This design comes from an exercise in tuning for small area and a short achievable clock period on the open sky130 flow, not from production work. In this exercise RTL edits were held to simulation tests only and were not proved equivalent to the original. Power and IR drop assume default switching activity.

==> flow/design.v <==
`timescale 1ns / 1ps
module pipeline(
		input wire clk,
		input wire rst,
		output wire [6:0] imem_addr,
		input wire [31:0] imem_data,
		output wire [6:0] dmem_addr,
		output wire [31:0] dmem_wdata,
		output wire dmem_we,
		input wire [31:0] dmem_rdata,
		output wire [1023:0] registros
		);
	reg [6:0]  pc;
	reg [5:0]  ir_op;        
	reg [25:0] ir_lo;        
	wire [31:0] ir = {ir_op, ir_lo};
	reg        ena_id;       
	reg        sq;           
	reg [31:0] r1_q, r2_q;   
	reg        xa, ya, za, wa, ka, ra;
	reg        xb, yb, zb, wb, kb, rb;
	reg        pm, pw, pk, p1, p2;
	reg        bothx, anyx;
	reg [31:0] a_ex;         
	reg [31:0] b_ex;         
	reg [31:0] d2_ex;        
	reg [4:0]  dst_ex;
	reg        rt0_ex;       
	reg        cin_ex;       
	reg        f_sum_ex, f_and_ex, f_or_ex, f_xor_ex, f_nor_ex, f_slt_ex;
	reg        mem_write_ex, reg_write_ex, mem_to_reg_ex;
	reg [6:0]  alu_m_lo;
	reg [31:7] alu_m_hi;
	wire [31:0] alu_m = {alu_m_hi, alu_m_lo};
	reg [31:0] d2_m;
	reg [4:0]  dst_m;
	reg        mem_write_m, reg_write_m, mem_to_reg_m;
	reg [31:0] wd_wb;
	reg [4:0]  dst_wb;
	reg        reg_write_wb;
	reg [1023:0] rf;
	assign registros = rf;
	wire [31:0] rf0 = rf[31:0];
	wire [5:0] op = ir[31:26];
	wire [4:0] rs = ir[25:21];
	wire [4:0] rt = ir[20:16];
	wire [4:0] rd = ir[15:11];
	wire [3:0] ff = ir[3:0];
	wire stop = mem_to_reg_ex & ((rs[0] ~^ rt0_ex) | (rt[0] ~^ rt0_ex));
	wire g = ena_id & ~stop & (op != 6'b111111);
	wire is_load  = op[5] & ~op[4] & ~op[3];
	wire is_store = op[5] & ~op[4] &  op[3];
	wire is_i     = ~op[5] & ~op[4] & op[3];
	wire is_b     = ~op[5] & ~op[4] & ~op[3] & op[2] & ~op[1];
	wire is_r     = (op == 6'b000000);
	wire c_alu_src = is_load | is_store | is_i;
	wire c_aluop0  = is_b | is_i;
	wire c_aluop1  = is_r | is_i;
	wire c_aluop5  = op[3] & ~op[5];
	reg [2:0] oper;
	always @(*) begin
		if (c_aluop5) begin
			case (op[2:0])
				3'b010, 3'b011: oper = 3'b111;  
				3'b100:         oper = 3'b000;  
				3'b101:         oper = 3'b001;  
				3'b110:         oper = 3'b110;  
				default:        oper = 3'b010;  
			endcase
		end else begin
			oper[0] = (ff[0] | ff[3]) & c_aluop1;
			oper[1] = ~ff[2] | ~c_aluop1;
			oper[2] = (c_aluop1 & ff[1]) | c_aluop0;
		end
	end
	wire [2:0] oper_g = g ? oper : 3'b010;
	wire alu_src_g = g & c_alu_src;
	wire inv_g = (oper_g == 3'b110) | (oper_g == 3'b111);
	wire [32:0] sum = {1'b0, a_ex} + {1'b0, b_ex} + {32'd0, cin_ex};
	wire [31:0] h = a_ex ^ b_ex;
	wire [31:0] logic_r =
		  ({32{f_and_ex}} & (a_ex & b_ex))
		| ({32{f_or_ex}}  & (a_ex | b_ex))
		| ({32{f_xor_ex}} & h)
		| ({32{f_nor_ex}} & ~(a_ex | b_ex));
	wire [31:0] alu =
		  ({32{f_sum_ex}} & sum[31:0])
		| logic_r
		| {31'd0, f_slt_ex & sum[32]};
	wire [31:0] e1 = ({32{ya}} & alu_m) | ({32{wa}} & wd_wb) | ({32{ka}} & rf0) | ({32{ra}} & r1_q);
	wire [31:0] e2 = ({32{yb}} & alu_m) | ({32{wb}} & wd_wb) | ({32{kb}} & rf0) | ({32{rb}} & r2_q);
	wire [31:0] d1 = xa ? alu : e1;
	wire [31:0] d2 = xb ? alu : e2;
	wire [31:0] partner = ({32{pm}} & alu_m) | ({32{pw}} & wd_wb) | ({32{pk}} & rf0)
		| ({32{p1}} & r1_q) | ({32{p2}} & r2_q);
	wire [31:0] ab_and = a_ex & b_ex;
	wire [31:0] ab_or = a_ex | b_ex;
	wire [31:0] u = h ^ {ab_and[30:0], cin_ex};
	wire [31:0] v = h ^ {ab_or[30:0], cin_ex};
	wire [31:0] p_lo = {partner[30:0], 1'b0};
	wire [31:0] ok = ~((p_lo & (partner ^ u)) | (~p_lo & (partner ^ v)));
	wire eq_sum = &ok;
	wire eq_logic = (logic_r == partner);
	wire eq_slt = (partner[31:1] == 31'd0) & (partner[0] == sum[32]);
	wire eq_alu = f_sum_ex ? eq_sum : f_slt_ex ? eq_slt : eq_logic;
	wire eq_early = (e1 == e2);
	wire eq = bothx | (anyx ? eq_alu : eq_early);
	wire is_beq = (op == 6'b000100);
	wire is_bne = (op == 6'b000101);
	wire is_j   = (op == 6'b000010);
	wire taken = is_j | (is_beq & eq) | (is_bne & ~eq);
	wire [6:0] pc_inc = pc + 7'd1;
	wire [6:0] branch_pc = is_j ? ir[6:0] : pc_inc + ir[6:0];
	wire [31:0] sext = {{16{ir[15]}}, ir[15:0]};
	wire [31:0] b_sel = alu_src_g ? sext : d2;
	wire [4:0] ns = imem_data[25:21];
	wire [4:0] nt = imem_data[20:16];
	wire [31:0] we_wb = {31'd0, reg_write_wb} << dst_wb;
	wire [31:0] rs_sel = (32'd1 << ns) & ~we_wb & {32{~stop}};
	wire [31:0] rt_sel = (32'd1 << nt) & ~we_wb & {32{~stop}};
	wire bp1 = ~stop & reg_write_wb & (dst_wb == ns);
	wire bp2 = ~stop & reg_write_wb & (dst_wb == nt);
	reg  [31:0] r1, r2;
	integer k;
	always @(*) begin
		r1 = ({32{bp1}} & wd_wb) | ({32{stop}} & d1);
		r2 = ({32{bp2}} & wd_wb) | ({32{stop}} & d2);
		for (k = 0; k < 32; k = k + 1) begin
			r1 = r1 | (rf[32*k +: 32] & {32{rs_sel[k]}});
			r2 = r2 | (rf[32*k +: 32] & {32{rt_sel[k]}});
		end
	end
	wire [4:0] dst_id = is_r ? rd : rt;
	wire rw_id = ena_id & (op != 6'b111111) & (is_load | is_r | is_i);
	reg nxa, nya, nza, nxb, nyb, nzb, nsq;
	always @(*) begin
		if (stop) begin
			nxa = 1'b0; nya = xa; nza = ya;
			nxb = 1'b0; nyb = xb; nzb = yb;
			nsq = sq;
		end else if (taken) begin
			nxa = rw_id & (dst_id == 5'd0);
			nya = reg_write_ex & (dst_ex == 5'd0);
			nza = reg_write_m & (dst_m == 5'd0);
			nxb = nxa; nyb = nya; nzb = nza;
			nsq = 1'b1;
		end else begin
			nxa = rw_id & (ns == dst_id);
			nya = reg_write_ex & (ns == dst_ex);
			nza = reg_write_m & (ns == dst_m);
			nxb = rw_id & (nt == dst_id);
			nyb = reg_write_ex & (nt == dst_ex);
			nzb = reg_write_m & (nt == dst_m);
			nsq = 1'b0;
		end
	end
	wire nwa = ~nya & nza;
	wire nka = ~nya & ~nza & nsq;
	wire nra = ~nya & ~nza & ~nsq;
	wire nwb = ~nyb & nzb;
	wire nkb = ~nyb & ~nzb & nsq;
	wire nrb = ~nyb & ~nzb & ~nsq;
	always @(posedge clk or posedge rst) begin
		if (rst) begin
			pc <= 7'd0;
			ir_op <= 6'd0;
			ena_id <= 1'b0;
			sq <= 1'b1;
			xa <= 1'b0; ya <= 1'b0; za <= 1'b0; wa <= 1'b0; ka <= 1'b1; ra <= 1'b0;
			xb <= 1'b0; yb <= 1'b0; zb <= 1'b0; wb <= 1'b0; kb <= 1'b1; rb <= 1'b0;
			pm <= 1'b0; pw <= 1'b0; pk <= 1'b1; p1 <= 1'b0; p2 <= 1'b0;
			bothx <= 1'b0; anyx <= 1'b0;
			f_sum_ex <= 1'b0; f_and_ex <= 1'b0; f_or_ex <= 1'b0;
			f_xor_ex <= 1'b0; f_nor_ex <= 1'b0; f_slt_ex <= 1'b0;
			cin_ex <= 1'b0;
			mem_write_ex <= 1'b0; reg_write_ex <= 1'b0; mem_to_reg_ex <= 1'b0;
			d2_ex <= 32'd0;
			alu_m_lo <= 7'd0;
			d2_m <= 32'd0;
			mem_write_m <= 1'b0; reg_write_m <= 1'b0; mem_to_reg_m <= 1'b0;
			reg_write_wb <= 1'b0;
		end else begin
			if (!stop) begin
				pc <= taken ? branch_pc : pc_inc;
				ir_op <= taken ? 6'b111111 : imem_data[31:26];
				ena_id <= 1'b1;
			end
			sq <= nsq;
			xa <= nxa; ya <= nya; za <= nza; wa <= nwa; ka <= nka; ra <= nra;
			xb <= nxb; yb <= nyb; zb <= nzb; wb <= nwb; kb <= nkb; rb <= nrb;
			pm <= nxa ? nyb : nya;
			pw <= nxa ? nwb : nwa;
			pk <= nxa ? nkb : nka;
			p1 <= ~nxa & nra;
			p2 <= nxa & nrb;
			bothx <= nxa & nxb;
			anyx <= nxa | nxb;
			f_sum_ex <= (oper_g == 3'b010) | (oper_g == 3'b110);
			f_and_ex <= (oper_g == 3'b000);
			f_or_ex  <= (oper_g == 3'b001);
			f_xor_ex <= (oper_g == 3'b100);
			f_nor_ex <= (oper_g == 3'b101);
			f_slt_ex <= (oper_g == 3'b111);
			cin_ex <= inv_g;
			mem_write_ex <= g & is_store;
			reg_write_ex <= g & (is_load | is_r | is_i);
			mem_to_reg_ex <= g & is_load;
			d2_ex <= d2;
			alu_m_lo <= alu[6:0];
			d2_m <= d2_ex;
			mem_write_m <= mem_write_ex;
			reg_write_m <= reg_write_ex;
			mem_to_reg_m <= mem_to_reg_ex;
			reg_write_wb <= reg_write_m;
		end
	end
	always @(posedge clk) begin
		if (!stop) begin
			ir_lo[25:16] <= taken ? 10'd0 : imem_data[25:16];
			ir_lo[15:0] <= imem_data[15:0];
		end
		r1_q <= r1;
		r2_q <= r2;
		a_ex <= d1;
		b_ex <= inv_g ? ~b_sel : b_sel;
		dst_ex <= dst_id;
		rt0_ex <= rt[0];
		alu_m_hi <= alu[31:7];
		dst_m <= dst_ex;
		wd_wb <= mem_to_reg_m ? dmem_rdata : alu_m;
		dst_wb <= dst_m;
	end
	wire [31:0] we_oh = we_wb | {32{rst}};
	wire [31:0] wdata = wd_wb & {32{~rst}};
	integer w;
	always @(posedge clk)
		for (w = 0; w < 32; w = w + 1)
			if (we_oh[w]) rf[32*w +: 32] <= wdata;
	assign imem_addr = pc;
	assign dmem_addr = alu_m[6:0];
	assign dmem_wdata = d2_m;
	assign dmem_we = mem_write_m;
endmodule
==> flow/flow/run.sh <==
#!/bin/bash
# The standard layout, except that the input and output ports are
# buffered with the smallest buffer cell (buf_1) instead of the delay cell
# buffer_ports picks on its own. ORFS keeps each step's log under
# orfs/logs/; standard.sh's own output goes to standard_sh.log.
set -euo pipefail
export BUFFER_PORTS_ARGS="-buffer_cell sky130_fd_sc_hd__buf_1"
bash standard.sh > standard_sh.log 2>&1
==> flow/standard.sh <==
#!/bin/bash
# synth_recipe.tcl (not shown) runs the flow's synth.tcl, then flattens the netlist and writes it again
# the make line also repeats each setting of config.mk as NAME=value (left out here)
make -C /OpenROAD-flow-scripts/flow DESIGN_CONFIG=/design/flow/config.mk WORK_HOME=/design/flow/orfs CLKGATE_MAP_FILE= SYNTH_SCRIPT=/design/flow/synth_recipe.tcl "${@:-finish}"
==> flow/config.mk <==
export PLATFORM = sky130hd
export DESIGN_NAME = pipeline
export DESIGN_NICKNAME = pipeline
export VERILOG_FILES = /design/flow/design.v
export SDC_FILE = /design/flow/constraint.sdc
export NUM_CORES = 4
export LEC_CHECK = 0
export CAP_MARGIN = 20
export CORE_MARGIN = 2
export CORE_UTILIZATION = 30
export SETUP_SLACK_MARGIN = 5
export SLEW_MARGIN = 20
==> flow/constraint.sdc <==
create_clock -name core_clock -period 9.0 [get_ports {clk}]
set_input_delay 1.8000 -clock core_clock [delete_from_list [all_inputs] [get_ports {clk}]]
set_output_delay 1.8000 -clock core_clock [all_outputs]
set_load 0.01 [all_outputs]
==> results of run 1 <==
-- timing repair --
item                       4_1_cts  5_1_grt
pin swaps                       39       36
hold endpoints to repair         0        0
setup buffers                   50       35
setup endpoints to repair      112       83
resized for setup              119       86
gates cloned                     1        1
-- path summary, 6_finish.rpt --
path | start | endpoint | slack (ps) | depth (start not counted)
max | wd_wb[27]$_DFF_P_ | p1$_DFF_PP0_ | 4760 | 13
min | d2_ex[12]$_DFF_PP0_ | d2_m[12]$_DFF_PP0_ | 310 | 0
max reg2reg | wd_wb[27]$_DFF_P_ | p1$_DFF_PP0_ | 4760 | 13
min reg2reg | d2_ex[12]$_DFF_PP0_ | d2_m[12]$_DFF_PP0_ | 310 | 0
max in group asynchronous | rst | xa$_DFF_PP0_ | 5990 | 3
min in group asynchronous | rst | anyx$_DFF_PP0_ | 1500 | 2
-- kinds of logic (layout without fill, tap and decap cells) --
kind of cell | after synthesis | in the layout | synth area share (%)
other cells | 0 | 46 | 0
xor+xnor | 208 | 208 | 2.939
mux | 140 | 140 | 2.350
compound gates | 1533 | 1533 | 18.80
flops | 1364 | 1364 | 61.90
fa+ha+maj | 104 | 104 | 2.499
buf+inv | 501 | 1905 | 3.139
simple gates | 1001 | 1001 | 8.373
-- registers in the layout, indices dropped and copies added, names as in the netlist, 7 cells and up --
register / flops
a_ex: 32
alu_m_lo: 7
pc: 7
b_ex: 32
alu_m_hi: 25
ir: 18
d2_m: 32
d2_ex: 32
r1_q: 32
rf: 1024
wd_wb: 32
r2_q: 32
-- layout make-up --
type                       instances  share of cell area [%]
sequential                      1364                   49.24
multi-input combinational       2986                   29.85
timing repair buffer            1469                   9.090
clock buffer                     205                   5.575
tap                             2688                   4.315
clock inverter                    79                   1.032
inverter                         152                  0.7416
antenna                           46                  0.1477
-- worst max-delay path, stage by stage (launching register included) --
cell	delay [ps]
dfxtp_1	820
a222oi_1	300
buf_4	230
and3_1	140
or3_4	370
a211oi_2	240
nand4_1	140
or4_4	490
buf_6	140
o211a_4	260
a211oi_4	300
a2111oi_4	70
o22ai_4	350
and4b_1	250
-- power by group through the flow --
| stage | Sequential (mW) | Combinational, mW | Clock (mW) |
|---|---|---|---|
| floorplan | 10.1 | 3.65 | 0 |
| global placement | 11.3 | 7.67 | 0 |
| detailed placement | 11.3 | 7.65 | 0 |
| CTS | 11.2 | 7.89 | 6.58 |
| global route | 11.3 | 8.70 | 6.82 |
| finish | 11.5 | 8.53 | 6.63 |
-- stage by stage --
step / instance area, µm² / instances / power [mW] / util, % / worst slack, ps
floorplan: 62020 / 4851 / 13.71 / - / 5056
detailed placement: 70970 / 8571 / 18.92 / 34.62 / 3443
global route: 77840 / 8947 / 26.84 / 37.97 / 4798
finish: 77950 / 8989 / 26.69 / 38.02 / 4762
CTS: 77110 / 8906 / 25.63 / 37.61 / 4815
global placement: 70870 / 8568 / 18.98 / 34.57 / 3495
-- synthesized netlist by cell type (9+ instances only) --
master and instances:
nand2_1 210, and3_1 12, nand4_1 211, or3_1 9, o21ai_0 65, xor2_1 82
nand3b_1 11, a21oi_1 98, a22o_1 84, o21a_1 10, nor4_1 74, a221oi_1 89
nor3_1 98, fa_1 33, dfrtp_1 113, dfxtp_1 201, nor2b_1 37, xnor2_1 126
mux2i_1 96, inv_1 151, a22oi_1 979, a222oi_1 101, buf_2 13, nand3_1 166
buf_1 26, a21o_1 21, buf_4 9, mux2_2 44, nor2_1 124, clkbuf_1 299
ha_1 71, edfxtp_1 1046, a31oi_1 18
-- per-layer routing --
layer | GRT usage (%) | part of all wire [%] | vias up
met3 | 25.16 | 17 | 2243
li1 | - | - | 22270
met5 | 1.194 | 0.12 | -
met2 | 62.48 | 38 | 8397
met4 | 37.62 | 10 | 48
met1 | 55.79 | 34 | 33420
==> metrics.yaml, run 1 <==
synth-seq-cells: 1364
gp_routability_congestion: 1.066
worstPathRequired_ps: 9750
die-width_um: 458.6
internal_power_mw: 14.87
path_max_fanout: 8
power_frac_clock_pct: 24.8
clock_tree_from_tritoncts: "built"
tightest_slew_ps: 1275
cts.reportedPaths.clkPinSlew_ps: 60
outcome: "no timing/DRC/antenna violations"
number_of_iterations_in_the_first_detailed_routing_pass: 13
netlist_top_cells_area: "edfxtp_1, a22oi_1, dfxtp_1"
worst_ir_drop_vdd_mv: 0.2291
fp-row-count: 166
grt_pass1_vias: 59000
regArea_mm2: 0.03838
postSynth.asyncResetShare_pct: 8.578
numClockSinks: 1364
fin_crit_ps: 4238
ctsRootBufferMaster: "clkbuf_16"
vias_per_cell: 7.384
remaining_drc_errors: 0
hpwlAfterDp_um: 367000
power_per_cell_area_mw_per_mm2: 342.4
drt_iter0_drc: 15520
clock_latency_of_the_later_clocked_register_in_the_worst_skew_pair_ps: 870
fin_nets: 6297
synth-seq-area-share_pct: 61.90
hold_class: "reg -> reg"
cts.htree.levels: 4
timing.hold.ws_ps: 313.5
multi_input_area_mm2: 0.02327
worstSetupPathType: "reg -> reg"
combinationalPowerShare_pct: 32.0
syn_avg_cell_area_um2: 12.78
report.final.setup_viol: 0
die-area_mm2: 0.2103
max_cap_viol_count: 0
seqPwrFrac_pct: 43.2
flow.area_growth_from_synthesis_pct: 25.75
routed_wire_length_per_instance_um: 57.35
rsz0062_at_grt: "true"
start_kind: "flop"
vias_post_dr: 66380
leakagePower_nw: 27.33
number_of_unique_standard_cell_types_used_by_synthesis: 81
fraction_of_layout_instances_using_a_drive_strength_above_1_pct: 14.29
yosys.area.top_type_share_pct: 50.67
largest_net_degree_at_the_start_of_global_routing: 80
cts_made_buffers: 154
top_ports: 1137
global_route.usage.total_pct: 47.09
critPathArrivalTime_ps: 4980
hold_viol: 0
ys.warnings.count: 1
final.setup.tns_ps: 0
layout_common_cells: "buf_1, edfxtp_1, a22oi_1, buf_4, nand4_1"
drt.antenna.violating_nets: 0
syn-instance-count: 4851
drt_wl_total_um: 515500
synth_enable_flop_cells: 1046
synthDominantAreaCellType: "edfxtp_1"
min_period_over_period_pct: 47.08
num-fill-cells: 19900
slew_headroom_pct: 12.59
power.net_switching_mw: 11.82
synthesis.nets: 5021
port_buffers: 1136
postSynth.topFlopCell: "edfxtp_1"
ctsHoldBuffers: 0
fmax_mhz: 236.0
synthesis.area_mm2: 0.06198
final_common_cell: "buf_1"
grt_antenna_before_repair: 70
grt_overflow: 0
grt_pass1_wl_um: 645300
vert_die_dim_um: 458.6
drv_slew: 0
worst_setup_path_end_kind: "flop"
clockBufferDepth: 3
starting_density_of_the_core_pct: 30.24
finClkSkew_ps: 73.78
power.switching_fraction_pct: 44.28
core-area_mm2: 0.2050
==> run 2: changes to the inputs <==
--- a/flow/design.v
+++ b/flow/design.v
@@ -47,5 +47,5 @@
 	wire [4:0] rd = ir[15:11];
 	wire [3:0] ff = ir[3:0];
-	wire stop = mem_to_reg_ex & ((rs[0] ~^ rt0_ex) | (rt[0] ~^ rt0_ex));
+	reg stop;
 	wire g = ena_id & ~stop & (op != 6'b111111);
 	wire is_load  = op[5] & ~op[4] & ~op[3];
@@ -77,5 +77,16 @@
 	wire alu_src_g = g & c_alu_src;
 	wire inv_g = (oper_g == 3'b110) | (oper_g == 3'b111);
-	wire [32:0] sum = {1'b0, a_ex} + {1'b0, b_ex} + {32'd0, cin_ex};
+	wire [31:0] kp0 = a_ex ^ b_ex;
+	wire [31:0] kg0 = (a_ex & b_ex) | {31'd0, kp0[0] & cin_ex};
+	wire [31:0] kp1 = kp0 & {kp0[30:0], 1'b0};
+	wire [31:0] kg1 = kg0 | (kp0 & {kg0[30:0], 1'b0});
+	wire [31:0] kp2 = kp1 & {kp1[29:0], 2'b0};
+	wire [31:0] kg2 = kg1 | (kp1 & {kg1[29:0], 2'b0});
+	wire [31:0] kp3 = kp2 & {kp2[27:0], 4'b0};
+	wire [31:0] kg3 = kg2 | (kp2 & {kg2[27:0], 4'b0});
+	wire [31:0] kp4 = kp3 & {kp3[23:0], 8'b0};
+	wire [31:0] kg4 = kg3 | (kp3 & {kg3[23:0], 8'b0});
+	wire [31:0] kg5 = kg4 | (kp4 & {kg4[15:0], 16'b0});
+	wire [32:0] sum = {kg5[31], kp0 ^ {kg5[30:0], cin_ex}};
 	wire [31:0] h = a_ex ^ b_ex;
 	wire [31:0] logic_r =
@@ -109,5 +120,6 @@
 	wire is_bne = (op == 6'b000101);
 	wire is_j   = (op == 6'b000010);
-	wire taken = is_j | (is_beq & eq) | (is_bne & ~eq);
+	wire t_eq = is_j | is_beq;
+	wire t_ne = is_j | is_bne;
 	wire [6:0] pc_inc = pc + 7'd1;
 	wire [6:0] branch_pc = is_j ? ir[6:0] : pc_inc + ir[6:0];
@@ -124,6 +136,6 @@
 	integer k;
 	always @(*) begin
-		r1 = ({32{bp1}} & wd_wb) | ({32{stop}} & d1);
-		r2 = ({32{bp2}} & wd_wb) | ({32{stop}} & d2);
+		r1 = ({32{bp1}} & wd_wb) | ({32{stop}} & e1);
+		r2 = ({32{bp2}} & wd_wb) | ({32{stop}} & e2);
 		for (k = 0; k < 32; k = k + 1) begin
 			r1 = r1 | (rf[32*k +: 32] & {32{rs_sel[k]}});
@@ -133,35 +145,38 @@
 	wire [4:0] dst_id = is_r ? rd : rt;
 	wire rw_id = ena_id & (op != 6'b111111) & (is_load | is_r | is_i);
-	reg nxa, nya, nza, nxb, nyb, nzb, nsq;
-	always @(*) begin
-		if (stop) begin
-			nxa = 1'b0; nya = xa; nza = ya;
-			nxb = 1'b0; nyb = xb; nzb = yb;
-			nsq = sq;
-		end else if (taken) begin
-			nxa = rw_id & (dst_id == 5'd0);
-			nya = reg_write_ex & (dst_ex == 5'd0);
-			nza = reg_write_m & (dst_m == 5'd0);
-			nxb = nxa; nyb = nya; nzb = nza;
-			nsq = 1'b1;
-		end else begin
-			nxa = rw_id & (ns == dst_id);
-			nya = reg_write_ex & (ns == dst_ex);
-			nza = reg_write_m & (ns == dst_m);
-			nxb = rw_id & (nt == dst_id);
-			nyb = reg_write_ex & (nt == dst_ex);
-			nzb = reg_write_m & (nt == dst_m);
-			nsq = 1'b0;
-		end
-	end
-	wire nwa = ~nya & nza;
-	wire nka = ~nya & ~nza & nsq;
-	wire nra = ~nya & ~nza & ~nsq;
-	wire nwb = ~nyb & nzb;
-	wire nkb = ~nyb & ~nzb & nsq;
-	wire nrb = ~nyb & ~nzb & ~nsq;
+	function [19:0] bundle(input bsq, input bxa, input bya, input bza,
+			input bxb, input byb, input bzb);
+		reg bwa, bka, bra, bwb, bkb, brb;
+		begin
+			bwa = ~bya & bza; bka = ~bya & ~bza & bsq; bra = ~bya & ~bza & ~bsq;
+			bwb = ~byb & bzb; bkb = ~byb & ~bzb & bsq; brb = ~byb & ~bzb & ~bsq;
+			bundle = {bsq, bxa, bya, bza, bwa, bka, bra, bxb, byb, bzb, bwb, bkb, brb,
+				bxa ? byb : bya, bxa ? bwb : bwa, bxa ? bkb : bka, ~bxa & bra, bxa & brb,
+				bxa & bxb, bxa | bxb};
+		end
+	endfunction
+	wire s0x = rw_id & (dst_id == 5'd0);
+	wire s0y = reg_write_ex & (dst_ex == 5'd0);
+	wire s0z = reg_write_m & (dst_m == 5'd0);
+	wire [19:0] bun_stop = bundle(sq, 1'b0, xa, ya, 1'b0, xb, yb);
+	wire [19:0] bun_sq = bundle(1'b1, s0x, s0y, s0z, s0x, s0y, s0z);
+	wire [19:0] bun_go = bundle(1'b0,
+		rw_id & (ns == dst_id), reg_write_ex & (ns == dst_ex), reg_write_m & (ns == dst_m),
+		rw_id & (nt == dst_id), reg_write_ex & (nt == dst_ex), reg_write_m & (nt == dst_m));
+	wire [19:0] bun_next = stop ? bun_stop : eq ? (t_eq ? bun_sq : bun_go) : (t_ne ? bun_sq : bun_go);
+	wire mtr_id = g & is_load;
+	wire stop_sq = mtr_id & ~rt[0];
+	wire stop_go = mtr_id & ((ns[0] ~^ rt[0]) | (nt[0] ~^ rt[0]));
+	wire stop_next = ~stop & (eq ? (t_eq ? stop_sq : stop_go) : (t_ne ? stop_sq : stop_go));
+	wire [6:0] pc_go = stop ? pc : pc_inc;
+	wire [6:0] pc_br = stop ? pc : branch_pc;
+	wire [6:0] pc_next = eq ? (t_eq ? pc_br : pc_go) : (t_ne ? pc_br : pc_go);
+	wire [15:0] ir_go = stop ? ir[31:16] : imem_data[31:16];
+	wire [15:0] ir_sq = stop ? ir[31:16] : {6'b111111, 10'd0};
+	wire [15:0] ir_next = eq ? (t_eq ? ir_sq : ir_go) : (t_ne ? ir_sq : ir_go);
 	always @(posedge clk or posedge rst) begin
 		if (rst) begin
 			pc <= 7'd0;
+			stop <= 1'b0;
 			ir_op <= 6'd0;
 			ena_id <= 1'b0;
@@ -181,19 +196,10 @@
 			reg_write_wb <= 1'b0;
 		end else begin
-			if (!stop) begin
-				pc <= taken ? branch_pc : pc_inc;
-				ir_op <= taken ? 6'b111111 : imem_data[31:26];
-				ena_id <= 1'b1;
-			end
-			sq <= nsq;
-			xa <= nxa; ya <= nya; za <= nza; wa <= nwa; ka <= nka; ra <= nra;
-			xb <= nxb; yb <= nyb; zb <= nzb; wb <= nwb; kb <= nkb; rb <= nrb;
-			pm <= nxa ? nyb : nya;
-			pw <= nxa ? nwb : nwa;
-			pk <= nxa ? nkb : nka;
-			p1 <= ~nxa & nra;
-			p2 <= nxa & nrb;
-			bothx <= nxa & nxb;
-			anyx <= nxa | nxb;
+			pc <= pc_next;
+			stop <= stop_next;
+			ir_op <= ir_next[15:10];
+			if (!stop) ena_id <= 1'b1;
+			{sq, xa, ya, za, wa, ka, ra, xb, yb, zb, wb, kb, rb,
+				pm, pw, pk, p1, p2, bothx, anyx} <= bun_next;
 			f_sum_ex <= (oper_g == 3'b010) | (oper_g == 3'b110);
 			f_and_ex <= (oper_g == 3'b000);
@@ -217,7 +223,7 @@
 	always @(posedge clk) begin
 		if (!stop) begin
-			ir_lo[25:16] <= taken ? 10'd0 : imem_data[25:16];
 			ir_lo[15:0] <= imem_data[15:0];
 		end
+		ir_lo[25:16] <= ir_next[9:0];
 		r1_q <= r1;
 		r2_q <= r2;
--- a/flow/config.mk
+++ b/flow/config.mk
@@ -9,4 +9,6 @@
 export CORE_MARGIN = 2
 export CORE_UTILIZATION = 30
+export CTS_CLUSTER_DIAMETER = 80
+export CTS_CLUSTER_SIZE = 22
 export SETUP_SLACK_MARGIN = 5
 export SLEW_MARGIN = 20
==> metrics.yaml, run 2 <==
die-width_um: 457.8  # -0.16%
clockBufferDepth: 3  # unchanged
rrSetupSlack_ps: 4710  # -50 ps
postSynth.asyncResetShare_pct: 8.590  # +0.013 points
largest_net_degree_at_the_start_of_global_routing: 121  # +51%
design_area_mm2: 0.07523  # -3.5%
ctsRootBufferMaster: "clkbuf_16"
cp_top_family: "simple AND/OR/NAND/NOR gates"
worstPathRequired_ps: 9660  # -90 ps
synthesis.area_mm2: 0.06179  # -0.32%
dpl-instance-area_mm2: 0.07040  # -0.80%
start_kind: "flop"
hold_start: "d2_ex[30]$_DFF_PP0_"
worstSetupPathType: "reg -> reg"
fraction_of_layout_instances_using_a_drive_strength_above_1_pct: 12.16  # -2.1 points
yosys.area.top_type_share_pct: 50.54  # -0.13 points
leakagePower_nw: 26.47  # -3.1%
rsz0062_at_grt: "true"
critical_path.cell_chain: "a22oi_1 -> nand2_1 -> xnor2_1 -> nand4_1 -> nor2_1 -> a41o_1 -> nor4_4 -> mux2i_4 -> nand2_4 -> mux2_4 -> o22a_1"
final.setup.tns_ps: 0  # unchanged
num-fill-cells: 19840  # -0.30%
syn_avg_cell_area_um2: 12.93  # +1.2%
vias_per_cell: 7.418  # +0.46%
routed_wire_length_per_instance_um: 57.09  # -0.45%
grt_antenna_before_repair: 36  # -49%
grt_pass1_wl_um: 623900  # -3.3%
slowest_delay_ps: 890  # +70 ps
clock_tree_from_tritoncts: "built"
ys.warnings.count: 1  # unchanged
synthDominantAreaCellType: "edfxtp_1"
vert_die_dim_um: 457.8  # -0.16%
drt_iter0_drc: 15600  # +0.55%
slew_headroom_pct: 11.32  # -1.3 points
hold_viol: 0  # unchanged
grt_pass1_vias: 58420  # -0.99%
power_per_cell_area_mw_per_mm2: 314.4  # -8.2%
fmax_mhz: 233.0  # -1.3%
fp-row-count: 166  # unchanged
multi_input_area_mm2: 0.02317  # -0.42%
port_buffers: 1136  # unchanged
remaining_drc_errors: 0  # unchanged
grt_overflow: 0  # unchanged
drv_slew: 0  # unchanged
core-area_mm2: 0.2046  # -0.20%
cts.htree.levels: 3  # -1
cts.reportedPaths.clkPinSlew_ps: 90  # +30 ps
netlist_top_cells_area: "edfxtp_1, a22oi_1, dfxtp_1"
report.final.setup_viol: 0  # unchanged
drt_wl_total_um: 497300  # -3.5%
die-area_mm2: 0.2096  # -0.32%
hpwlAfterDp_um: 336400  # -8.3%
top_ports: 1137  # unchanged
cts_made_buffers: 95  # -38%
synth_enable_flop_cells: 1040  # -0.57%
synthesis.nets: 4947  # -1.5%
outcome: "no timing/DRC/antenna violations"
worst_ir_drop_vdd_mv: 0.1675  # -27%
gp_routability_congestion: 1.044  # -2.0%
flow.area_growth_from_synthesis_pct: 21.75
synth-seq-area-share_pct: 61.93  # about the same
clock_latency_of_the_later_clocked_register_in_the_worst_skew_pair_ps: 810  # -60 ps
drt.antenna.violating_nets: 0  # unchanged
final_common_cell: "buf_1"
largest_register_ffs: 1024  # unchanged
slowest_stage: "edfxtp_1"
finClkSkew_ps: 74.59  # +0.8183 ps
path_max_fanout: 6  # -2
regArea_mm2: 0.03831  # -0.19%
number_of_iterations_in_the_first_detailed_routing_pass: 12  # -1
layout_common_cells: "buf_1, edfxtp_1, a22oi_1, a221oi_1, a22o_1"
worst_setup_path_end_kind: "flop"
worstHoldEndpoint: "d2_m[30]$_DFF_PP0_"
synth-seq-cells: 1362  # -0.15%
yosys.cell_count.top_type: "edfxtp_1"
reg2reg_from: "rf[27]$_DFFE_PP_"
max_flop_register: "rf"
global_route.usage.total_pct: 45.42  # -1.7 points
syn-instance-count: 4777  # -1.5%
postSynth.topFlopCell: "edfxtp_1"
yosys-top-cells-count: "edfxtp_1, a22oi_1, clkbuf_1"
cp.buffers_inverters: 0  # -2
number_of_unique_standard_cell_types_used_by_synthesis: 75  # -7.4%
starting_density_of_the_core_pct: 30.20  # -0.035 points
tightest_slew_ps: 1330  # +55.57 ps
max_cap_viol_count: 0  # unchanged
fin_nets: 6085  # -3.4%
critPathArrivalTime_ps: 4950  # -30 ps
r2r-end: "pc[2]$_DFF_PP0_"
hold_class: "reg -> reg"
rr_worst_depth: 11  # -2
min_period_over_period_pct: 47.69  # +0.61 points
numClockSinks: 1362  # -0.15%
hold_depth: 0  # unchanged
vias_post_dr: 64630  # -2.6%
fin_crit_ps: 4292  # +54.46 ps
-- run 2: changes by cell type after synthesis, sizes merged, moves of 36 or more --
| cell | previous run | this run |
|---|---|---|
| a22o | 84 | 268 |
| or3 | 9 | 45 |
| a222oi | 101 | 159 |
| a22oi | 979 | 553 |
| mux2i | 96 | 58 |
| nand4 | 212 | 153 |
| nand3 | 168 | 102 |
| a221oi | 89 | 273 |
| a21oi | 98 | 134 |
-- run 2: through the flow --
step / cells / util [%] / hold WS [ps] / setup slack, ps / power (mW)
CTS: 8659 / 36.41 / 353.4 / 4884 / 22.74
floorplan: 4777 / - / 331.2 / 5006 / 13.24
global route: 8689 / 36.74 / 360.2 / 4802 / 23.86
global placement: 8425 / 34.38 / 335.7 / 3481 / 17.92
detailed placement: 8429 / 34.41 / 334.7 / 3566 / 17.87
finish: 8712 / 36.77 / 352.1 / 4708 / 23.65
-- run 2: cell type report --
type                       instances  area share (%)
clock buffer                     118           3.317
multi-input combinational       2933           30.80
antenna                           30         0.09980
clock inverter                    58          0.9946
tap                             2688           4.471
timing repair buffer            1404           8.775
inverter                         119          0.6104
sequential                      1362           50.93
-- run 2: logic make-up (layout without fill, tap and decap cells) --
family                   after synthesis  in the layout  synth area share [%]
multiplexers                         106            106                 1.821
flip-flops                          1362           1362                 61.93
XOR/XNOR                             203            203                 2.878
AO/OA/AOI/OAI                       1570           1570                 20.05
buffers and inverters                485           1699                 3.054
adder cells (fa/ha/maj)              104            104                 2.507
AND/OR/NAND/NOR                      947            950                 7.762
other                                  0             30                     0
-- run 2: timing repair --
item	4_1_cts	5_1_grt
endpoints found under the setup margin	423	257
cloned	2	2
resized for setup	92	97
pin swaps	31	30
hold buffers	0	0
buffers inserted	52	21
-- run 2: power breakdown --
group	total, mW	switching, mW	internal [mW]
logic	7.81	5.47	2.34
registers	11.0	2.44	8.56
clock network	4.85	2.70	2.15
-- run 2: how the worst max path moves through the flow --
stage,from,endpoint,slack [ps],depth (start not counted)
after floorplan,imem_data[20],r2_q[30]$_DFF_P_,5010,10
after global placement,imem_data[20],r2_q[13]$_DFF_P_,3480,10
after detailed placement,imem_data[20],r2_q[13]$_DFF_P_,3570,10
after CTS,ka$_DFF_PP1_,p1$_DFF_PP0_,4880,15
after global routing,cin_ex$_DFF_PP0_,pc[2]$_DFF_PP0_,4800,14
final,rf[27]$_DFFE_PP_,pc[2]$_DFF_PP0_,4710,11
-- run 2: layer usage --
metal  wire length, µm  vias up  track usage [%]
li1                  -    21840                -
met1            173300    32710            54.52
met2            192100     7849            60.35
met3             79210     2206            22.90
met4             52350       26            36.74
met5               309        -           0.5052
==> run 3: changes to the inputs <==
--- a/flow/design.v
+++ b/flow/design.v
@@ -26,5 +26,4 @@
 	reg [31:0] d2_ex;        
 	reg [4:0]  dst_ex;
-	reg        rt0_ex;       
 	reg        cin_ex;       
 	reg        f_sum_ex, f_and_ex, f_or_ex, f_xor_ex, f_nor_ex, f_slt_ex;
@@ -48,5 +47,6 @@
 	wire [3:0] ff = ir[3:0];
 	reg stop;
-	wire g = ena_id & ~stop & (op != 6'b111111);
+	wire nop = sq | (op == 6'b111111);
+	wire g = ena_id & ~stop & ~nop;
 	wire is_load  = op[5] & ~op[4] & ~op[3];
 	wire is_store = op[5] & ~op[4] &  op[3];
@@ -120,6 +120,6 @@
 	wire is_bne = (op == 6'b000101);
 	wire is_j   = (op == 6'b000010);
-	wire t_eq = is_j | is_beq;
-	wire t_ne = is_j | is_bne;
+	wire t_eq = ~sq & (is_j | is_beq);
+	wire t_ne = ~sq & (is_j | is_bne);
 	wire [6:0] pc_inc = pc + 7'd1;
 	wire [6:0] branch_pc = is_j ? ir[6:0] : pc_inc + ir[6:0];
@@ -144,5 +144,5 @@
 	end
 	wire [4:0] dst_id = is_r ? rd : rt;
-	wire rw_id = ena_id & (op != 6'b111111) & (is_load | is_r | is_i);
+	wire rw_id = ena_id & ~nop & (is_load | is_r | is_i);
 	function [19:0] bundle(input bsq, input bxa, input bya, input bza,
 			input bxb, input byb, input bzb);
@@ -172,17 +172,13 @@
 	wire [6:0] pc_br = stop ? pc : branch_pc;
 	wire [6:0] pc_next = eq ? (t_eq ? pc_br : pc_go) : (t_ne ? pc_br : pc_go);
-	wire [15:0] ir_go = stop ? ir[31:16] : imem_data[31:16];
-	wire [15:0] ir_sq = stop ? ir[31:16] : {6'b111111, 10'd0};
-	wire [15:0] ir_next = eq ? (t_eq ? ir_sq : ir_go) : (t_ne ? ir_sq : ir_go);
 	always @(posedge clk or posedge rst) begin
 		if (rst) begin
 			pc <= 7'd0;
 			stop <= 1'b0;
-			ir_op <= 6'd0;
 			ena_id <= 1'b0;
 			sq <= 1'b1;
-			xa <= 1'b0; ya <= 1'b0; za <= 1'b0; wa <= 1'b0; ka <= 1'b1; ra <= 1'b0;
-			xb <= 1'b0; yb <= 1'b0; zb <= 1'b0; wb <= 1'b0; kb <= 1'b1; rb <= 1'b0;
-			pm <= 1'b0; pw <= 1'b0; pk <= 1'b1; p1 <= 1'b0; p2 <= 1'b0;
+			xa <= 1'b0; ya <= 1'b0; za <= 1'b0; wa <= 1'b0; ka <= 1'b0; ra <= 1'b0;
+			xb <= 1'b0; yb <= 1'b0; zb <= 1'b0; wb <= 1'b0; kb <= 1'b0; rb <= 1'b0;
+			pm <= 1'b0; pw <= 1'b0; pk <= 1'b0; p1 <= 1'b0; p2 <= 1'b0;
 			bothx <= 1'b0; anyx <= 1'b0;
 			f_sum_ex <= 1'b0; f_and_ex <= 1'b0; f_or_ex <= 1'b0;
@@ -198,5 +194,4 @@
 			pc <= pc_next;
 			stop <= stop_next;
-			ir_op <= ir_next[15:10];
 			if (!stop) ena_id <= 1'b1;
 			{sq, xa, ya, za, wa, ka, ra, xb, yb, zb, wb, kb, rb,
@@ -223,7 +218,7 @@
 	always @(posedge clk) begin
 		if (!stop) begin
-			ir_lo[15:0] <= imem_data[15:0];
-		end
-		ir_lo[25:16] <= ir_next[9:0];
+			ir_op <= imem_data[31:26];
+			ir_lo <= imem_data[25:0];
+		end
 		r1_q <= r1;
 		r2_q <= r2;
@@ -231,5 +226,4 @@
 		b_ex <= inv_g ? ~b_sel : b_sel;
 		dst_ex <= dst_id;
-		rt0_ex <= rt[0];
 		alu_m_hi <= alu[31:7];
 		dst_m <= dst_ex;
==> metrics.yaml, run 3 <==
outcome: "no timing/DRC/antenna violations"
flow.area_growth_from_synthesis_pct: 21.83  # about the same
routed_wire_length_per_instance_um: 56.59  # -0.86%
cts.reportedPaths.clkPinSlew_ps: 90  # about the same
postSynth.asyncResetShare_pct: 8.150  # -0.44 points
numClockSinks: 1362  # unchanged
crit_start: "rf[26]$_DFFE_PP_"
global_route.usage.total_pct: 45.12  # -0.30 points
max_flop_register: "rf"
slew_headroom_pct: 13.46  # +2.1 points
post-route-worst-setup-slack_ps: 4557  # -150.7 ps
rrSetupSlack_ps: 4560  # -150 ps
grt_pass1_vias: 57760  # -1.1%
worst_setup_path_end_kind: "flop"
slowest_stage: "edfxtp_1"
ys.warnings.count: 1  # unchanged
hold_viol: 0  # unchanged
finClkSkew_ps: 89.64  # +15.04 ps
vias_per_cell: 7.373  # -0.62%
synth_enable_flop_cells: 1051  # +1.1%
worstSetupPathDepth: 12  # +1
yosys.cell_count.top_type: "edfxtp_1"
start_kind: "flop"
drt.antenna.violating_nets: 0  # unchanged
layout_common_cells: "buf_1, edfxtp_1, a22oi_1, a221oi_1, a22o_1"
worstPathRequired_ps: 9700  # +40 ps
gp_routability_congestion: 1.099  # +5.2%
die-area_mm2: 0.2098  # about the same
core-area_mm2: 0.2048  # +0.10%
seqPwrFrac_pct: 46.0  # -0.5 points
fin_nets: 6118  # +0.54%
power_mw: 23.72  # +0.29%
dpl-instance-area_mm2: 0.07054  # +0.19%
fp-row-count: 166  # unchanged
clockBufferDepth: 3  # unchanged
grt_pass1_wl_um: 620600  # -0.53%
power_frac_clock_pct: 21.7  # +1.2 points
synthesis.area_mm2: 0.06184  # about the same
final_common_cell: "buf_1"
clock_latency_of_the_later_clocked_register_in_the_worst_skew_pair_ps: 820  # about the same
combinationalPowerShare_pct: 32.3  # -0.7 points
number_of_unique_standard_cell_types_used_by_synthesis: 74  # -1.3%
remaining_drc_errors: 0  # unchanged
fmax_mhz: 225.1  # -3.4%
leakagePower_nw: 26.65  # +0.67%
r2r-end: "pw$_DFF_PP0_"
synthDominantAreaCellType: "edfxtp_1"
rsz0062_at_grt: "true"
critPathArrivalTime_ps: 5150  # +200 ps
syn_avg_cell_area_um2: 12.92  # -0.12%
power.net_switching_mw: 10.58  # -0.29%
synth-seq-area-share_pct: 62.00  # +0.072 points
vert_die_dim_um: 458.0  # about the same
ctsRootBufferMaster: "clkbuf_16"
netlist_top_cells_area: "edfxtp_1, a22oi_1, dfxtp_1"
grt_overflow: 0  # unchanged
timing.hold.ws_ps: 349.4  # -2.710 ps
worst_ir_drop_vdd_mv: 0.1675  # about the same
yosys-top-cells-count: "edfxtp_1, a22oi_1, clkbuf_1"
reg2reg_from: "rf[26]$_DFFE_PP_"
power_per_cell_area_mw_per_mm2: 314.9  # +0.14%
fin_crit_ps: 4443  # +150.7 ps
yosys.area.top_type_share_pct: 51.03  # +0.49 points
hold_class: "reg -> reg"
hpwlAfterDp_um: 348200  # +3.5%
fraction_of_layout_instances_using_a_drive_strength_above_1_pct: 12.20  # +0.039 points
internal_power_mw: 13.15  # +0.77%
path_max_fanout: 6  # unchanged
cts.htree.levels: 3  # unchanged
design_area_mm2: 0.07534  # +0.15%
min_period_over_period_pct: 49.36  # +1.7 points
report.final.setup_viol: 0  # unchanged
drv_slew: 0  # unchanged
clock_tree_from_tritoncts: "built"
grt_antenna_before_repair: 52  # +44%
synthesis.nets: 4957  # +0.20%
die-width_um: 458.0  # about the same
syn-instance-count: 4787  # +0.21%
cp.buffers_inverters: 1  # +1
power.switching_fraction_pct: 44.58  # -0.26 points
drt_wl_total_um: 495600  # -0.35%
cp_top_family: "simple AND/OR/NAND/NOR gates"
dp_worst_setup_slack_ps: 3345  # -221.2 ps
vias_post_dr: 64560  # -0.10%
port_buffers: 1136  # unchanged
synth-seq-cells: 1362  # unchanged
worst_setup_path_endpoint: "pw$_DFF_PP0_"
number_of_iterations_in_the_first_detailed_routing_pass: 13  # +1
starting_density_of_the_core_pct: 30.20  # about the same
rr_worst_depth: 12  # +1
critical_path.cell_chain: "a22oi_1 -> nand2_1 -> xnor2_1 -> nand4_1 -> nor4_1 -> a31oi_1 -> and4_4 -> mux2i_4 -> o21ai_4 -> buf_6 -> or4_4 -> o211ai_1"
ctsHoldBuffers: 0  # unchanged
cts_made_buffers: 101  # +6.3%
largest_net_degree_at_the_start_of_global_routing: 71  # -41%
postSynth.topFlopCell: "edfxtp_1"
drt_iter0_drc: 15360  # -1.6%
top_ports: 1137  # unchanged
worstSetupPathType: "reg -> reg"
final.setup.tns_ps: 0  # unchanged
largest_register_ffs: 1024  # unchanged
num-fill-cells: 20120  # +1.4%
tightest_slew_ps: 1293  # -37.07 ps
slowest_delay_ps: 760  # -130 ps
max_cap_viol_count: 0  # unchanged
==> run 3: layer usage <==
| metal | GRT usage, % | vias up | wire length [µm] |
|---|---|---|---|
| li1 | - | 21880 | - |
| met1 | 54.06 | 32660 | 173200 |
| met2 | 60.02 | 7694 | 190900 |
| met3 | 22.05 | 2302 | 77630 |
| met4 | 37.60 | 26 | 53520 |
| met5 | 0.9185 | - | 327 |
==> run 3: layout make-up <==
class / instances / area [µm²] / area share [%]
clock buffer: 122 / 2669 / 3.542
tap: 2688 / 3363 / 4.464
clock inverter: 65 / 888.4 / 1.179
sequential: 1362 / 38370 / 50.93
multi-input combinational: 2954 / 22940 / 30.45
antenna: 37 / 92.59 / 0.1229
inverter: 117 / 444.2 / 0.5896
timing repair buffer: 1412 / 6574 / 8.726
==> run 3: timing repair <==
action,4_1_cts,5_1_grt
endpoints found under the setup margin,111,74
gates cloned,0,1
hold endpoints to repair,0,0
buffers inserted,41,16
pin swaps,41,25
gates resized for setup,91,56
==> run 3: logic make-up (layout without fill, tap and decap cells) <==
kind of cell | after synthesis | in the layout | share of synthesized area (%)
flops | 1362 | 1362 | 62.00
xor+xnor | 201 | 201 | 2.847
simple gates | 994 | 994 | 7.984
compound gates | 1551 | 1551 | 19.88
other cells | 0 | 37 | 0
fa+ha+maj | 104 | 104 | 2.505
buf+inv | 471 | 1716 | 2.984
mux | 104 | 104 | 1.793
==> run 3: per-stage QoR <==
stage                     instances  util (%)
final                          8757     36.79
after global routing           8731     36.76
after detailed placement       8475     34.44
after CTS                      8703     36.52
after floorplan                4787         -
after global placement         8470     34.39
==> run 3: worst min path at each step <==
stage | from | endpoint | slack [ps] | cells past startpoint
finish | d2_ex[24]$_DFF_PP0_ | d2_m[24]$_DFF_PP0_ | 350 | 0
global route | d2_ex[5]$_DFF_PP0_ | d2_m[5]$_DFF_PP0_ | 360 | 0
CTS | d2_ex[23]$_DFF_PP0_ | d2_m[23]$_DFF_PP0_ | 350 | 0
detailed placement | d2_ex[23]$_DFF_PP0_ | d2_m[23]$_DFF_PP0_ | 330 | 0
global placement | d2_ex[0]$_DFF_PP0_ | d2_m[0]$_DFF_PP0_ | 330 | 0
floorplan | d2_ex[0]$_DFF_PP0_ | d2_m[0]$_DFF_PP0_ | 330 | 0
==> run 3: power by group through the flow <==
stage               Clock (mW)  Sequential (mW)  Combinational [mW]
global placement             0             10.8                6.99
detailed placement           0             10.8                6.93
global route              5.34             10.8                7.77
CTS                       5.14             10.7                7.14
floorplan                    0             9.90                3.10
finish                    5.15             10.9                7.67
==> run 4: changes to the inputs <==
--- a/flow/design.v
+++ b/flow/design.v
@@ -17,8 +17,7 @@
 	reg        ena_id;       
 	reg        sq;           
-	reg [31:0] r1_q, r2_q;   
-	reg        xa, ya, za, wa, ka, ra;
-	reg        xb, yb, zb, wb, kb, rb;
-	reg        pm, pw, pk, p1, p2;
+	reg [31:0] r1_q, r2_q, e0_q;
+	reg        xa, ya, xb, yb;
+	reg        s0, s1, q0, q1, q2;
 	reg        bothx, anyx;
 	reg [31:0] a_ex;         
@@ -99,10 +98,9 @@
 		| logic_r
 		| {31'd0, f_slt_ex & sum[32]};
-	wire [31:0] e1 = ({32{ya}} & alu_m) | ({32{wa}} & wd_wb) | ({32{ka}} & rf0) | ({32{ra}} & r1_q);
-	wire [31:0] e2 = ({32{yb}} & alu_m) | ({32{wb}} & wd_wb) | ({32{kb}} & rf0) | ({32{rb}} & r2_q);
+	wire [31:0] e1 = ({32{s0}} & e0_q) | ({32{s1}} & r1_q);
+	wire [31:0] e2 = ({32{s0}} & e0_q) | ({32{s1}} & r2_q);
 	wire [31:0] d1 = xa ? alu : e1;
 	wire [31:0] d2 = xb ? alu : e2;
-	wire [31:0] partner = ({32{pm}} & alu_m) | ({32{pw}} & wd_wb) | ({32{pk}} & rf0)
-		| ({32{p1}} & r1_q) | ({32{p2}} & r2_q);
+	wire [31:0] partner = ({32{q0}} & e0_q) | ({32{q1}} & r1_q) | ({32{q2}} & r2_q);
 	wire [31:0] ab_and = a_ex & b_ex;
 	wire [31:0] ab_or = a_ex | b_ex;
@@ -115,5 +113,5 @@
 	wire eq_slt = (partner[31:1] == 31'd0) & (partner[0] == sum[32]);
 	wire eq_alu = f_sum_ex ? eq_sum : f_slt_ex ? eq_slt : eq_logic;
-	wire eq_early = (e1 == e2);
+	wire eq_early = sq | (r1_q == r2_q);
 	wire eq = bothx | (anyx ? eq_alu : eq_early);
 	wire is_beq = (op == 6'b000100);
@@ -126,43 +124,53 @@
 	wire [31:0] sext = {{16{ir[15]}}, ir[15:0]};
 	wire [31:0] b_sel = alu_src_g ? sext : d2;
+	wire [31:0] wd_next = mem_to_reg_m ? dmem_rdata : alu_m;
 	wire [4:0] ns = imem_data[25:21];
 	wire [4:0] nt = imem_data[20:16];
+	wire [4:0] dst_id = is_r ? rd : rt;
+	wire rw_id = ena_id & ~nop & (is_load | is_r | is_i);
+	wire xga = rw_id & (ns == dst_id);
+	wire yga = reg_write_ex & (ns == dst_ex);
+	wire zga = reg_write_m & (ns == dst_m);
+	wire xgb = rw_id & (nt == dst_id);
+	wire ygb = reg_write_ex & (nt == dst_ex);
+	wire zgb = reg_write_m & (nt == dst_m);
 	wire [31:0] we_wb = {31'd0, reg_write_wb} << dst_wb;
-	wire [31:0] rs_sel = (32'd1 << ns) & ~we_wb & {32{~stop}};
-	wire [31:0] rt_sel = (32'd1 << nt) & ~we_wb & {32{~stop}};
-	wire bp1 = ~stop & reg_write_wb & (dst_wb == ns);
-	wire bp2 = ~stop & reg_write_wb & (dst_wb == nt);
-	reg  [31:0] r1, r2;
+	wire [31:0] rs_sel = (stop ? (32'd1 << rs) : (32'd1 << ns)) & ~we_wb;
+	wire [31:0] rt_sel = (stop ? (32'd1 << rt) : (32'd1 << nt)) & ~we_wb;
+	wire bp1 = reg_write_wb & (stop ? (dst_wb == rs) : (dst_wb == ns));
+	wire bp2 = reg_write_wb & (stop ? (dst_wb == rt) : (dst_wb == nt));
+	wire y1 = stop ? xa : yga;
+	wire z1 = stop ? ya : zga;
+	wire y2 = stop ? xb : ygb;
+	wire z2 = stop ? yb : zgb;
+	reg  [31:0] rd1, rd2;
 	integer k;
 	always @(*) begin
-		r1 = ({32{bp1}} & wd_wb) | ({32{stop}} & e1);
-		r2 = ({32{bp2}} & wd_wb) | ({32{stop}} & e2);
+		rd1 = {32{bp1}} & wd_wb;
+		rd2 = {32{bp2}} & wd_wb;
 		for (k = 0; k < 32; k = k + 1) begin
-			r1 = r1 | (rf[32*k +: 32] & {32{rs_sel[k]}});
-			r2 = r2 | (rf[32*k +: 32] & {32{rt_sel[k]}});
-		end
-	end
-	wire [4:0] dst_id = is_r ? rd : rt;
-	wire rw_id = ena_id & ~nop & (is_load | is_r | is_i);
-	function [19:0] bundle(input bsq, input bxa, input bya, input bza,
-			input bxb, input byb, input bzb);
-		reg bwa, bka, bra, bwb, bkb, brb;
-		begin
-			bwa = ~bya & bza; bka = ~bya & ~bza & bsq; bra = ~bya & ~bza & ~bsq;
-			bwb = ~byb & bzb; bkb = ~byb & ~bzb & bsq; brb = ~byb & ~bzb & ~bsq;
-			bundle = {bsq, bxa, bya, bza, bwa, bka, bra, bxb, byb, bzb, bwb, bkb, brb,
-				bxa ? byb : bya, bxa ? bwb : bwa, bxa ? bkb : bka, ~bxa & bra, bxa & brb,
-				bxa & bxb, bxa | bxb};
-		end
-	endfunction
+			rd1 = rd1 | (rf[32*k +: 32] & {32{rs_sel[k]}});
+			rd2 = rd2 | (rf[32*k +: 32] & {32{rt_sel[k]}});
+		end
+	end
+	wire [31:0] go1 = y1 ? alu : z1 ? wd_next : rd1;
+	wire [31:0] go2 = y2 ? alu : z2 ? wd_next : rd2;
 	wire s0x = rw_id & (dst_id == 5'd0);
 	wire s0y = reg_write_ex & (dst_ex == 5'd0);
 	wire s0z = reg_write_m & (dst_m == 5'd0);
-	wire [19:0] bun_stop = bundle(sq, 1'b0, xa, ya, 1'b0, xb, yb);
-	wire [19:0] bun_sq = bundle(1'b1, s0x, s0y, s0z, s0x, s0y, s0z);
-	wire [19:0] bun_go = bundle(1'b0,
-		rw_id & (ns == dst_id), reg_write_ex & (ns == dst_ex), reg_write_m & (ns == dst_m),
-		rw_id & (nt == dst_id), reg_write_ex & (nt == dst_ex), reg_write_m & (nt == dst_m));
-	wire [19:0] bun_next = stop ? bun_stop : eq ? (t_eq ? bun_sq : bun_go) : (t_ne ? bun_sq : bun_go);
+	wire s0w = reg_write_wb & (dst_wb == 5'd0);
+	wire [31:0] sq0 = s0y ? alu : s0z ? wd_next : s0w ? wd_wb : rf0;
+	function [9:0] bundle(input bsq, input bxa, input bya, input bxb, input byb);
+		begin
+			bundle = {bsq, bxa, bya, bxb, byb, bsq, ~bsq,
+				bsq, ~bsq & ~bxa, ~bsq & bxa};
+		end
+	endfunction
+	wire [9:0] bun_stop = bundle(sq, 1'b0, xa, 1'b0, xb);
+	wire [9:0] bun_sq = bundle(1'b1, s0x, s0y, s0x, s0y);
+	wire [9:0] bun_go = bundle(1'b0, xga, yga, xgb, ygb);
+	wire [9:0] bun_next = stop ? bun_stop : eq ? (t_eq ? bun_sq : bun_go) : (t_ne ? bun_sq : bun_go);
+	wire nx_any = stop ? 1'b0 : eq ? (t_eq ? s0x : xga | xgb) : (t_ne ? s0x : xga | xgb);
+	wire nx_both = stop ? 1'b0 : eq ? (t_eq ? s0x : xga & xgb) : (t_ne ? s0x : xga & xgb);
 	wire mtr_id = g & is_load;
 	wire stop_sq = mtr_id & ~rt[0];
@@ -178,7 +186,6 @@
 			ena_id <= 1'b0;
 			sq <= 1'b1;
-			xa <= 1'b0; ya <= 1'b0; za <= 1'b0; wa <= 1'b0; ka <= 1'b0; ra <= 1'b0;
-			xb <= 1'b0; yb <= 1'b0; zb <= 1'b0; wb <= 1'b0; kb <= 1'b0; rb <= 1'b0;
-			pm <= 1'b0; pw <= 1'b0; pk <= 1'b0; p1 <= 1'b0; p2 <= 1'b0;
+			xa <= 1'b0; ya <= 1'b0; xb <= 1'b0; yb <= 1'b0;
+			s0 <= 1'b0; s1 <= 1'b0; q0 <= 1'b0; q1 <= 1'b0; q2 <= 1'b0;
 			bothx <= 1'b0; anyx <= 1'b0;
 			f_sum_ex <= 1'b0; f_and_ex <= 1'b0; f_or_ex <= 1'b0;
@@ -195,6 +202,7 @@
 			stop <= stop_next;
 			if (!stop) ena_id <= 1'b1;
-			{sq, xa, ya, za, wa, ka, ra, xb, yb, zb, wb, kb, rb,
-				pm, pw, pk, p1, p2, bothx, anyx} <= bun_next;
+			{sq, xa, ya, xb, yb, s0, s1, q0, q1, q2} <= bun_next;
+			bothx <= nx_both;
+			anyx <= nx_any;
 			f_sum_ex <= (oper_g == 3'b010) | (oper_g == 3'b110);
 			f_and_ex <= (oper_g == 3'b000);
@@ -221,6 +229,7 @@
 			ir_lo <= imem_data[25:0];
 		end
-		r1_q <= r1;
-		r2_q <= r2;
+		r1_q <= go1;
+		r2_q <= go2;
+		e0_q <= sq0;
 		a_ex <= d1;
 		b_ex <= inv_g ? ~b_sel : b_sel;
==> metrics.yaml, run 4 <==
vias_per_cell: 7.157  # -2.9%
drt_wl_total_um: 500700  # +1.0%
postSynth.topFlopCell: "edfxtp_1"
flow.area_growth_from_synthesis_pct: 24.15
grt_overflow: 0  # unchanged
seqPwrFrac_pct: 47.6  # +1.6 points
internal_power_mw: 13.12  # -0.25%
worstPathRequired_ps: 9640  # -60 ps
grt_pass1_wl_um: 627500  # +1.1%
r2r-end: "ya$_DFF_PP0_"
routed_wire_length_per_instance_um: 56.00  # -1.0%
start_kind: "input port"
syn-instance-count: 4853  # +1.4%
core-area_mm2: 0.2094  # +2.2%
drt_iter0_drc: 12290  # -20%
hold_start: "d2_ex[15]$_DFF_PP0_"
die-area_mm2: 0.2140  # +2.0%
slew_headroom_pct: 12.16  # -1.3 points
number_of_iterations_in_the_first_detailed_routing_pass: 8  # -5
rr_worst_depth: 11  # -1
yosys.area.top_type_share_pct: 50.25  # -0.78 points
cts.reportedPaths.clkPinSlew_ps: 80  # about the same
finClkSkew_ps: 61.86  # -27.78 ps
combinationalPowerShare_pct: 32.4  # about the same
power_per_cell_area_mw_per_mm2: 301.5  # -4.3%
cts_made_buffers: 93  # -7.9%
hpwlAfterDp_um: 347200  # -0.27%
postSynth.asyncResetShare_pct: 7.538  # -0.61 points
die-width_um: 462.6  # +1.0%
synthesis.area_mm2: 0.06310  # +2.0%
clock_latency_of_the_later_clocked_register_in_the_worst_skew_pair_ps: 820  # about the same
synthDominantAreaCellType: "edfxtp_1"
hold_depth: 0  # unchanged
clockBufferDepth: 3  # unchanged
final.setup.tns_ps: 0  # unchanged
synthesis.nets: 5023  # +1.3%
min_period_over_period_pct: 45.71  # -3.7 points
largest_net_degree_at_the_start_of_global_routing: 72  # +1.4%
timing.hold.ws_ps: 331.8  # -17.64 ps
numClockSinks: 1393  # +2.3%
yosys.cell_count.top_type: "edfxtp_1"
design_area_mm2: 0.07834  # +4.0%
fin_nets: 6213  # +1.6%
number_of_cells_in_the_finished_layout_apart_from_fillers: 8940  # +2.1%
rsz0062_at_grt: "true"
starting_density_of_the_core_pct: 30.14  # -0.055 points
power_mw: 23.62  # -0.44%
fp-row-count: 168  # +1.2%
syn_avg_cell_area_um2: 13.00  # +0.66%
synth-seq-cells: 1393  # +2.3%
worst_setup_path_end_kind: "flop"
worst_ir_drop_vdd_mv: 0.1675  # about the same
max_cap_viol_count: 0  # unchanged
drt.antenna.violating_nets: 0  # unchanged
power.switching_fraction_pct: 44.47  # -0.11 points
fmax_mhz: 243.1  # +8.0%
port_buffers: 1136  # unchanged
ctsRootBufferMaster: "clkbuf_16"
power_frac_clock_pct: 20.0  # -1.7 points
final_common_cell: "buf_1"
outcome: "no timing/DRC/antenna violations"
tightest_slew_ps: 1281  # -12.25 ps
grt_antenna_before_repair: 45  # -13%
leakagePower_nw: 27.74  # +4.1%
path_max_fanout: 30  # +24
fin_crit_ps: 4114  # -328.9 ps
ctsHoldBuffers: 0  # unchanged
cts.htree.levels: 3  # unchanged
num-fill-cells: 20330  # +1.1%
vert_die_dim_um: 462.6  # +1.0%
layout_common_cells: "buf_1, edfxtp_1, a22o_1, a221oi_1, nand2_1"
top_ports: 1137  # unchanged
remaining_drc_errors: 0  # unchanged
vias_post_dr: 63980  # -0.90%
netlist_top_cells_area: "edfxtp_1, dfxtp_1, a221oi_1"
synth_enable_flop_cells: 1056  # +0.48%
synth-seq-area-share_pct: 61.78  # -0.23 points
clock_tree_from_tritoncts: "built"
report.final.setup_viol: 0  # unchanged
dpl.cell_count: 8644  # +2.0%
fraction_of_layout_instances_using_a_drive_strength_above_1_pct: 13.23  # +1.0 points
yosys-top-cells-count: "edfxtp_1, a221oi_1, a22o_1"
rrSetupSlack_ps: 5000  # +440 ps
largest_register_ffs: 1024  # unchanged
drv_slew: 0  # unchanged
hold_viol: 0  # unchanged
global_route.usage.total_pct: 44.60  # -0.52 points
critPathArrivalTime_ps: 4750  # -400 ps
reg2reg_from: "r1_q[27]$_DFF_P_"
hold_class: "reg -> reg"
multi_input_area_mm2: 0.02451  # +6.9%
max_flop_register: "rf"
gp_routability_congestion: 1.082  # -1.6%
dpl-instance-area_mm2: 0.07241  # +2.7%
power.net_switching_mw: 10.50  # -0.69%
worstSetupPathType: "in -> reg"
regArea_mm2: 0.03900  # +1.6%
number_of_unique_standard_cell_types_used_by_synthesis: 72  # -2.7%
worstHoldEndpoint: "d2_m[15]$_DFF_PP0_"
ys.warnings.count: 1  # unchanged
grt_pass1_vias: 57690  # -0.12%
-- run 4: cell types whose count changed in the layout (fill, tap and decap cells not counted), moves of 75 or more --
cell / previous run / this run
a221oi_1: 259 / 435
a222oi_1: 160 / 32
a22o_1: 257 / 478
a22oi_1: 573 / 120
nand2_1: 249 / 342
nand3_1: 104 / 16
nor3_1: 87 / 12
-- run 4: worst max path at each step --
stage,from,end,slack [ps]
after floorplan,rst,rf[736]$_DFFE_PP_,4620
after global placement,imem_data[23],r1_q[13]$_DFF_P_,2470
after detailed placement,imem_data[24],r1_q[18]$_DFF_P_,2840
after CTS,imem_data[24],r1_q[18]$_DFF_P_,4900
after global routing,imem_data[23],r1_q[0]$_DFF_P_,4900
final,imem_data[23],r1_q[0]$_DFF_P_,4890
-- run 4: cell type report --
cell class / count / share of cell area [%]
antenna: 28 / 0.08944
sequential: 1393 / 49.78
inverter: 141 / 0.6867
timing repair buffer: 1467 / 9.760
clock buffer: 110 / 3.065
clock inverter: 49 / 0.8432
multi-input combinational: 2946 / 31.29
timing repair inverter: 1 / 0.006388
tap: 2805 / 4.480
-- run 4: critical path: stages --
cell and delay, ps:
buf_4 180, nor2_1 100, a32oi_4 330, buf_4 170, buf_4 160, nor3_4 70
buf_8 240, a22o_1 360, a221oi_2 230, nand4_1 190, o41ai_4 590, o21ai_1 160
-- run 4: cell families (layout without fill, tap and decap cells) --
logic type | count (synthesis) | count (layout) | synth area share (%)
AOI/OAI and AO/OA | 1622 | 1622 | 20.66
DFF | 1393 | 1393 | 61.78
buffers and inverters | 514 | 1768 | 3.157
xor gates and xnor gates | 235 | 235 | 3.262
muxes | 135 | 135 | 2.169
adders and majority gates | 104 | 104 | 2.455
and+or+nand+nor | 850 | 850 | 6.521
other | 0 | 28 | 0
-- run 4: stage by stage --
step,setup slack [ps],util [%]
3_5_place_dp,2838,34.59
5_1_grt,4904,37.39
3_3_place_gp,2466,34.56
2_1_floorplan,4620,-
4_1_cts,4902,36.77
6_report,4886,37.42
-- run 4: per-layer routing --
metal  GRT usage [%]  routed length [µm]  vias up
met5          0.1560                 387        -
met2           60.67              194500     7284
met3           20.35               74880     2086
met1           53.16              175400    32520
li1                -                   -    22060
met4           37.56               55520       32
-- run 4: power by group through the flow --
stage	combinational, mW	clock, mW	sequential, mW
2_1_floorplan	3.25	0	10.1
3_3_place_gp	6.92	0	11.1
3_5_place_dp	6.95	0	11.1
4_1_cts	7.16	4.70	11.0
5_1_grt	7.82	4.92	11.1
6_report	7.65	4.73	11.2
-- run 4: repair_timing --
item	4_1_cts	5_1_grt
cloned	1	3
pin swaps	44	59
buffers inserted	57	48
gates resized for setup	216	166
hold endpoints to repair	0	0
setup endpoints to repair	123	82

## what the ideal ports hide
In the flow no input, the clock included, has a driving cell. The finished layouts below were timed again as built, in two steps. Step 1 assumes that a clkbuf_16 drives the clock port and a buf_2 every other input. Step 2 adds t to the input delays and takes it off the output delays; t is the mean of the earliest and latest rising clock arrival at the registers after step 1. Input paths then give back, and output paths get back, about the clock's delay inside the block. Three values: ideal, step 1, step 2; two values: the first two.
run	shift t [ns]	setup slack, ns	hold WS [ns]	worst setup path after step 2	clock arrival spread, ns
run 1	0.931	4.762 / 4.762 / 3.854	0.314 / 0.314 / 0.314	input to register	0.080 / 0.079
run 2	0.869	4.708 / 4.708 / 4.004	0.352 / 0.352 / 0.352	input to register	0.089 / 0.089
run 3	0.877	4.557 / 4.557 / 3.947	0.349 / 0.349 / 0.349	input to register	0.104 / 0.104
run 4	0.875	4.886 / 4.907 / 4.031	0.332 / 0.332 / 0.332	input to register	0.069 / 0.069
After both steps setup and hold are still met in every run listed. For run 1, which loses most, drivers alone change the setup slack by 0.000 ns; drivers and shift together by -0.908 ns.
